This is an optimization exercise on Yosys and OpenROAD, whose aim is small area, not a production implementation. Only simulation tests tie the RTL to the original design; equivalence was not proved. Power figures rest on the tool's default switching activity, not on a simulated workload.

## apb_adv_timer
module apb_adv_timer #(
  parameter APB_ADDR_WIDTH = 12,   
  parameter EXTSIG_NUM     = 32,
  parameter TIMER_NBITS    = 16
) (
  input  logic                      HCLK,
  input  logic                      HRESETn,
  input  logic [APB_ADDR_WIDTH-1:0] PADDR,
  input  logic               [31:0] PWDATA,
  input  logic                      PWRITE,
  input  logic                      PSEL,
  input  logic                      PENABLE,
  output logic               [31:0] PRDATA,
  output logic                      PREADY,
  output logic                      PSLVERR,
  input  logic                      dft_cg_enable_i,
  input  logic                      low_speed_clk_i,
  input  logic     [EXTSIG_NUM-1:0] ext_sig_i,
  output logic                [3:0] events_o,
  output logic                [3:0] ch_0_o,
  output logic                [3:0] ch_1_o,
  output logic                [3:0] ch_2_o,
  output logic                [3:0] ch_3_o
);
  localparam N_TIMEREXTSIG = EXTSIG_NUM+16;
  logic   [3:0] s_event_en;
  logic  [15:0] s_event_sel;
  logic   [3:0] s_start;
  logic   [3:0] s_stop;
  logic   [3:0] s_update;
  logic   [3:0] s_arm;
  logic   [3:0] s_rst;
  ...
Size: ~1500 flip-flops, roughly 140 I/O pins, roughly 61000 sq um of cells after synthesis.
clock: 10.0 ns
lec_check: 0
cap_margin: 20
core_margin: 2
core_utilization: 40
slew_margin: 20
standard.sh (not shown) runs the stock make flow with config.mk's settings and CLKGATE_MAP_FILE= SYNTH_SCRIPT=/design/flow/synth_recipe.tcl, a recipe that flattens the netlist after the stock synthesis.
==> flow/flow/run.sh <==
#!/bin/bash
# Own layout flow: the standard layout (standard.sh, same make targets and
# settings) with three changes:
#  - synthesis maps the combinational logic with a deeper, area-oriented ABC
#    script (flow/abc_deep.script); flip-flops, their names and cell types are
#    those of the standard synthesis, since abc only maps the logic between them;
#  - the port buffers are sky130_fd_sc_hd__buf_2 cells;
#  - clock tree synthesis uses clkbuf_4 buffers, 8-sink clusters and no
#    dummy loads.
# make's full output goes to flow_make.log; ORFS keeps each step's log under
# orfs/logs/.
set -euo pipefail
W=$(pwd)
export MY_ABC_SCRIPT=$W/flow/abc_deep.script
sed "s#SYNTH_SCRIPT=[^ ]*#SYNTH_SCRIPT=$W/flow/my_synth.tcl#" standard.sh > my_standard.sh
bash my_standard.sh \
  "BUFFER_PORTS_ARGS=-buffer_cell sky130_fd_sc_hd__buf_2" \
  "CTS_ARGS=-sink_clustering_enable -repair_clock_nets -dont_use_dummy_load -buf_list sky130_fd_sc_hd__clkbuf_4 -sink_clustering_size 8 -sink_clustering_max_diameter 50" \
  finish > $W/flow_make.log 2>&1 || { tail -50 $W/flow_make.log; exit 1; }
tail -5 $W/flow_make.log
==> flow/flow/abc_deep.script <==
strash
&get -n
&st
&deepsyn -T 60
&put
dch -f
amap -F 4 -A 10
topo
==> flow/flow/my_synth.tcl <==
# The standard synthesis (synth_recipe.tcl), with ORFS's abc call given a
# different ABC script. abc maps only the logic between the flip-flops.
proc abc {args} {
  set i [lsearch -exact $args -script]
  if { $i >= 0 } {
    lset args [expr { $i + 1 }] $::env(MY_ABC_SCRIPT)
  }
  puts "abc (own script): $args"
  yosys abc {*}$args
}
source [file dirname [file dirname [file normalize [info script]]]]/synth_recipe.tcl
Edit:
--- a/flow/flow/run.sh
+++ b/flow/flow/run.sh
@@ -8 +8 @@
-#  - clock tree synthesis uses clkbuf_4 buffers, 8-sink clusters and no
+#  - clock tree synthesis uses clkbuf_8 buffers, 14-sink clusters and no
@@ -18 +18 @@
-  "CTS_ARGS=-sink_clustering_enable -repair_clock_nets -dont_use_dummy_load -buf_list sky130_fd_sc_hd__clkbuf_4 -sink_clustering_size 8 -sink_clustering_max_diameter 50" \
+  "CTS_ARGS=-sink_clustering_enable -repair_clock_nets -dont_use_dummy_load -buf_list sky130_fd_sc_hd__clkbuf_8 -sink_clustering_size 14 -sink_clustering_max_diameter 60" \
Effect: The changed run completed without violations; setup slack is better by 0.13 ns; final area came out higher by 0.57%; utilization came out higher by 0.26 points.

apb_adv_timer, a different RTL version from the one above (not shown whole).
For scale: ~6400 cells after synthesis, about 1500 flip-flops, ~140 I/O pins, roughly 68000 um2 of cells after synthesis.
export LEC_CHECK = 0
export CAP_MARGIN = 20
export CORE_MARGIN = 2
export CORE_UTILIZATION = 40
export SLEW_MARGIN = 20
create_clock -name core_clock -period 10.0 [get_ports {HCLK}]
==> flow/flow/run.sh <==
#!/bin/bash
# Own layout flow: the standard layout, except that the technology mapping
# of the combinational logic (the abc step of ORFS synthesis) uses a deeper
# area-oriented ABC script (flow/abc_deep.script). Registers, their names and
# cell types come out as in the standard synthesis, since abc only maps the
# logic between them. Everything after synthesis is the standard flow.
set -euo pipefail
W=$(pwd)
export MY_ABC_SCRIPT=$W/flow/abc_deep.script
sed "s#SYNTH_SCRIPT=[^ ]*#SYNTH_SCRIPT=$W/flow/my_synth.tcl#" standard.sh > my_standard.sh
bash my_standard.sh finish > $W/flow_make.log 2>&1 || { tail -50 $W/flow_make.log; exit 1; }
tail -5 $W/flow_make.log
==> flow/flow/abc_deep.script <==
strash
&get -n
&st
&deepsyn -T 60
&put
dch -f
amap
Scripts as last shown in full above: flow/flow/my_synth.tcl
Edit:
==> flow/run.sh (new file) <==
#!/bin/bash
# synth_recipe.tcl (not shown) runs the flow's synth.tcl, then flattens the netlist and writes it again
# the make line also repeats each setting of config.mk as NAME=value (left out here)
make -C /OpenROAD-flow-scripts/flow DESIGN_CONFIG=/design/flow/config.mk WORK_HOME=/design/flow/orfs CLKGATE_MAP_FILE= SYNTH_SCRIPT=/design/flow/synth_recipe.tcl finish
- CAP_MARGIN: 20 -> 0
- CTS_BUF_LIST: not set -> sky130_fd_sc_hd__clkbuf_4 sky130_fd_sc_hd__clkbuf_8
- SLEW_MARGIN: 20 -> 0
removed: flow/flow/run.sh
removed: flow/flow/abc_deep.script
removed: flow/flow/my_synth.tcl
removed: flow/standard.sh
After rerunning:
- routed wire length shrinks by 16%
- cell area grows by 4.3%
- sequential share of layout area shrinks by 2.2 points
- register-to-register slack improved by 2.9 ns
- final cell count shrinks by 8.4%
- clock skew grows by 0.034 ns
- non-clock buffer count grows by 9
- synthesized cell count shrinks by 11%
- hold slack improved by 0.0073 ns
- area after synthesis grows by 6.7%
Edit:
- ABC_AREA: not set -> 1
- ABC_CLOCK_PERIOD_IN_PS: not set -> 10000
- CAP_MARGIN: 0 -> 20
- CTS_BUF_LIST: sky130_fd_sc_hd__clkbuf_4 sky130_fd_sc_hd__clkbuf_8 -> not set
- SLEW_MARGIN: 0 -> 20
=> The changed run ran to the end with no violations; synthesized cell count increases by well over a third; utilization decreases by 0.25 points; cell count increases by a quarter to a third.
Edit:
- ABC_AREA: 1 -> not set
- ABC_CLOCK_PERIOD_IN_PS: 10000 -> not set
=> Register-to-register slack loses 0.04 ns. Clock power decreases by a few percent. Total power decreases by roughly a tenth. Critical path depth does not change. Sequential power decreases by roughly a tenth. Non-clock buffer count increases by 5. Clock-buffer cell count increases by 2. Cell count decreases by about a fifth. Fmax increases by a few percent. Routed wire length decreases by about a fifth. Hold slack is about the same.

apb_adv_timer, a different RTL version from the one above (not shown whole).
Size in the first run: roughly 6,000 cells after synthesis, about 1,500 flip-flops, about 64,000 sq um of cells after synthesis.
export LEC_CHECK = 0
export CAP_MARGIN = 20
export CORE_MARGIN = 2
export CORE_UTILIZATION = 40
export SLEW_MARGIN = 20
create_clock -name core_clock -period 10.0 [get_ports {HCLK}]
==> flow/flow/run.sh <==
#!/bin/bash
# Own layout flow: the standard layout (standard.sh, same make targets and
# settings) with three changes:
#  - synthesis maps the combinational logic with a deeper, area-oriented ABC
#    script (flow/abc_deep.script); flip-flops, their names and cell types are
#    those of the standard synthesis, since abc only maps the logic between them;
#  - the port buffers are sky130_fd_sc_hd__buf_2 cells;
#  - clock tree synthesis uses clkbuf_8 buffers, 14-sink clusters and no
#    dummy loads.
# make's full output goes to flow_make.log; ORFS keeps each step's log under
# orfs/logs/.
set -euo pipefail
W=$(pwd)
export MY_ABC_SCRIPT=$W/flow/abc_deep.script
sed "s#SYNTH_SCRIPT=[^ ]*#SYNTH_SCRIPT=$W/flow/my_synth.tcl#" standard.sh > my_standard.sh
bash my_standard.sh \
  "BUFFER_PORTS_ARGS=-buffer_cell sky130_fd_sc_hd__buf_2" \
  "CTS_ARGS=-sink_clustering_enable -repair_clock_nets -dont_use_dummy_load -buf_list sky130_fd_sc_hd__clkbuf_8 -sink_clustering_size 14 -sink_clustering_max_diameter 60" \
  finish > $W/flow_make.log 2>&1 || { tail -50 $W/flow_make.log; exit 1; }
tail -5 $W/flow_make.log
==> flow/flow/abc_deep.script <==
strash
&get -n
&st
&deepsyn -T 60
&put
dch -f
amap
==> flow/flow/my_synth.tcl <==
# The standard synthesis (synth_recipe.tcl), with ORFS's abc call given a
# different ABC script. abc maps only the logic between the flip-flops.
proc abc {args} {
  set i [lsearch -exact $args -script]
  if { $i >= 0 } {
    lset args [expr { $i + 1 }] $::env(MY_ABC_SCRIPT)
  }
  puts "abc (own script): $args"
  yosys abc {*}$args
}
source [file dirname [file dirname [file normalize [info script]]]]/synth_recipe.tcl
The first run produced a clean layout.
Then changed:
--- a/flow/flow/run.sh
+++ b/flow/flow/run.sh
@@ -6,5 +6,5 @@
 #    those of the standard synthesis, since abc only maps the logic between them;
 #  - the port buffers are sky130_fd_sc_hd__buf_2 cells;
-#  - clock tree synthesis uses clkbuf_8 buffers, 14-sink clusters and no
+#  - clock tree synthesis uses clkbuf_4 buffers, 8-sink clusters and no
 #    dummy loads.
 # make's full output goes to flow_make.log; ORFS keeps each step's log under
@@ -16,5 +16,5 @@
 bash my_standard.sh \
   "BUFFER_PORTS_ARGS=-buffer_cell sky130_fd_sc_hd__buf_2" \
-  "CTS_ARGS=-sink_clustering_enable -repair_clock_nets -dont_use_dummy_load -buf_list sky130_fd_sc_hd__clkbuf_8 -sink_clustering_size 14 -sink_clustering_max_diameter 60" \
+  "CTS_ARGS=-sink_clustering_enable -repair_clock_nets -dont_use_dummy_load -buf_list sky130_fd_sc_hd__clkbuf_4 -sink_clustering_size 8 -sink_clustering_max_diameter 50" \
   finish > $W/flow_make.log 2>&1 || { tail -50 $W/flow_make.log; exit 1; }
 tail -5 $W/flow_make.log
Effect:
- sequential power barely changes
- clock power fell by 7.2%
- clock-buffer cell count rose by 79
- wire length rose by 0.39%
- total power fell by about 2.4%
- final area fell by about 0.4%

[separate check: timing with driven ports]
In the flow no input, the clock included, has a driving cell. The finished layouts below were timed again as built, in two steps.
Step 1 (the two cells are an assumption about what drives the block):
set clk [get_ports {HCLK}]
set_driving_cell -lib_cell sky130_fd_sc_hd__clkbuf_16 $clk
set_driving_cell -lib_cell sky130_fd_sc_hd__buf_2 [delete_from_list [all_inputs] $clk]
Step 2 also shifts input and output timing later by t, the mid clock arrival at the registers, as if the neighbouring blocks saw the same clock.
Three values: no drivers, after step 1, after step 2; two values: the first two.
run | shift t [ns] | slack for setup (ns) | hold WS [ns] | worst setup path after step 2 | cell pins on the clock port's net
the first run of note 1 | 1.351 | 0.593 / 0.567 / 0.567 | 0.445 / 0.445 / 0.445 | input to output | 1
the second run of note 1 | 1.009 | 0.727 / 0.701 / 0.701 | 0.466 / 0.466 / 0.466 | input to output | 1
the first run of note 2 | 0.929 | 0.546 / 0.498 / 0.498 | 0.437 / 0.437 / 0.437 | input to output | 1
the second run of note 2 | 1.083 | 0.917 / 0.838 / 0.838 | 0.444 / 0.444 / 0.444 | input to output | 1
the third run of note 2 | 0.935 | 1.027 / 1.002 / 1.002 | 0.461 / 0.461 / 0.461 | input to output | 1
the fourth run of note 2 | 0.897 | 1.209 / 1.135 / 1.135 | 0.459 / 0.459 / 0.459 | input to output | 1
the first run of note 3 | 1.012 | 1.174 / 1.141 / 1.141 | 0.392 / 0.392 / 0.392 | input to output | 1
the second run of note 3 | 1.421 | 1.172 / 1.138 / 1.138 | 0.334 / 0.334 / 0.334 | input to output | 1
After both steps setup and hold are still met in every run listed. For the second run of note 2, which loses most, drivers alone change the setup slack by -0.079 ns; drivers and shift together by -0.079 ns.
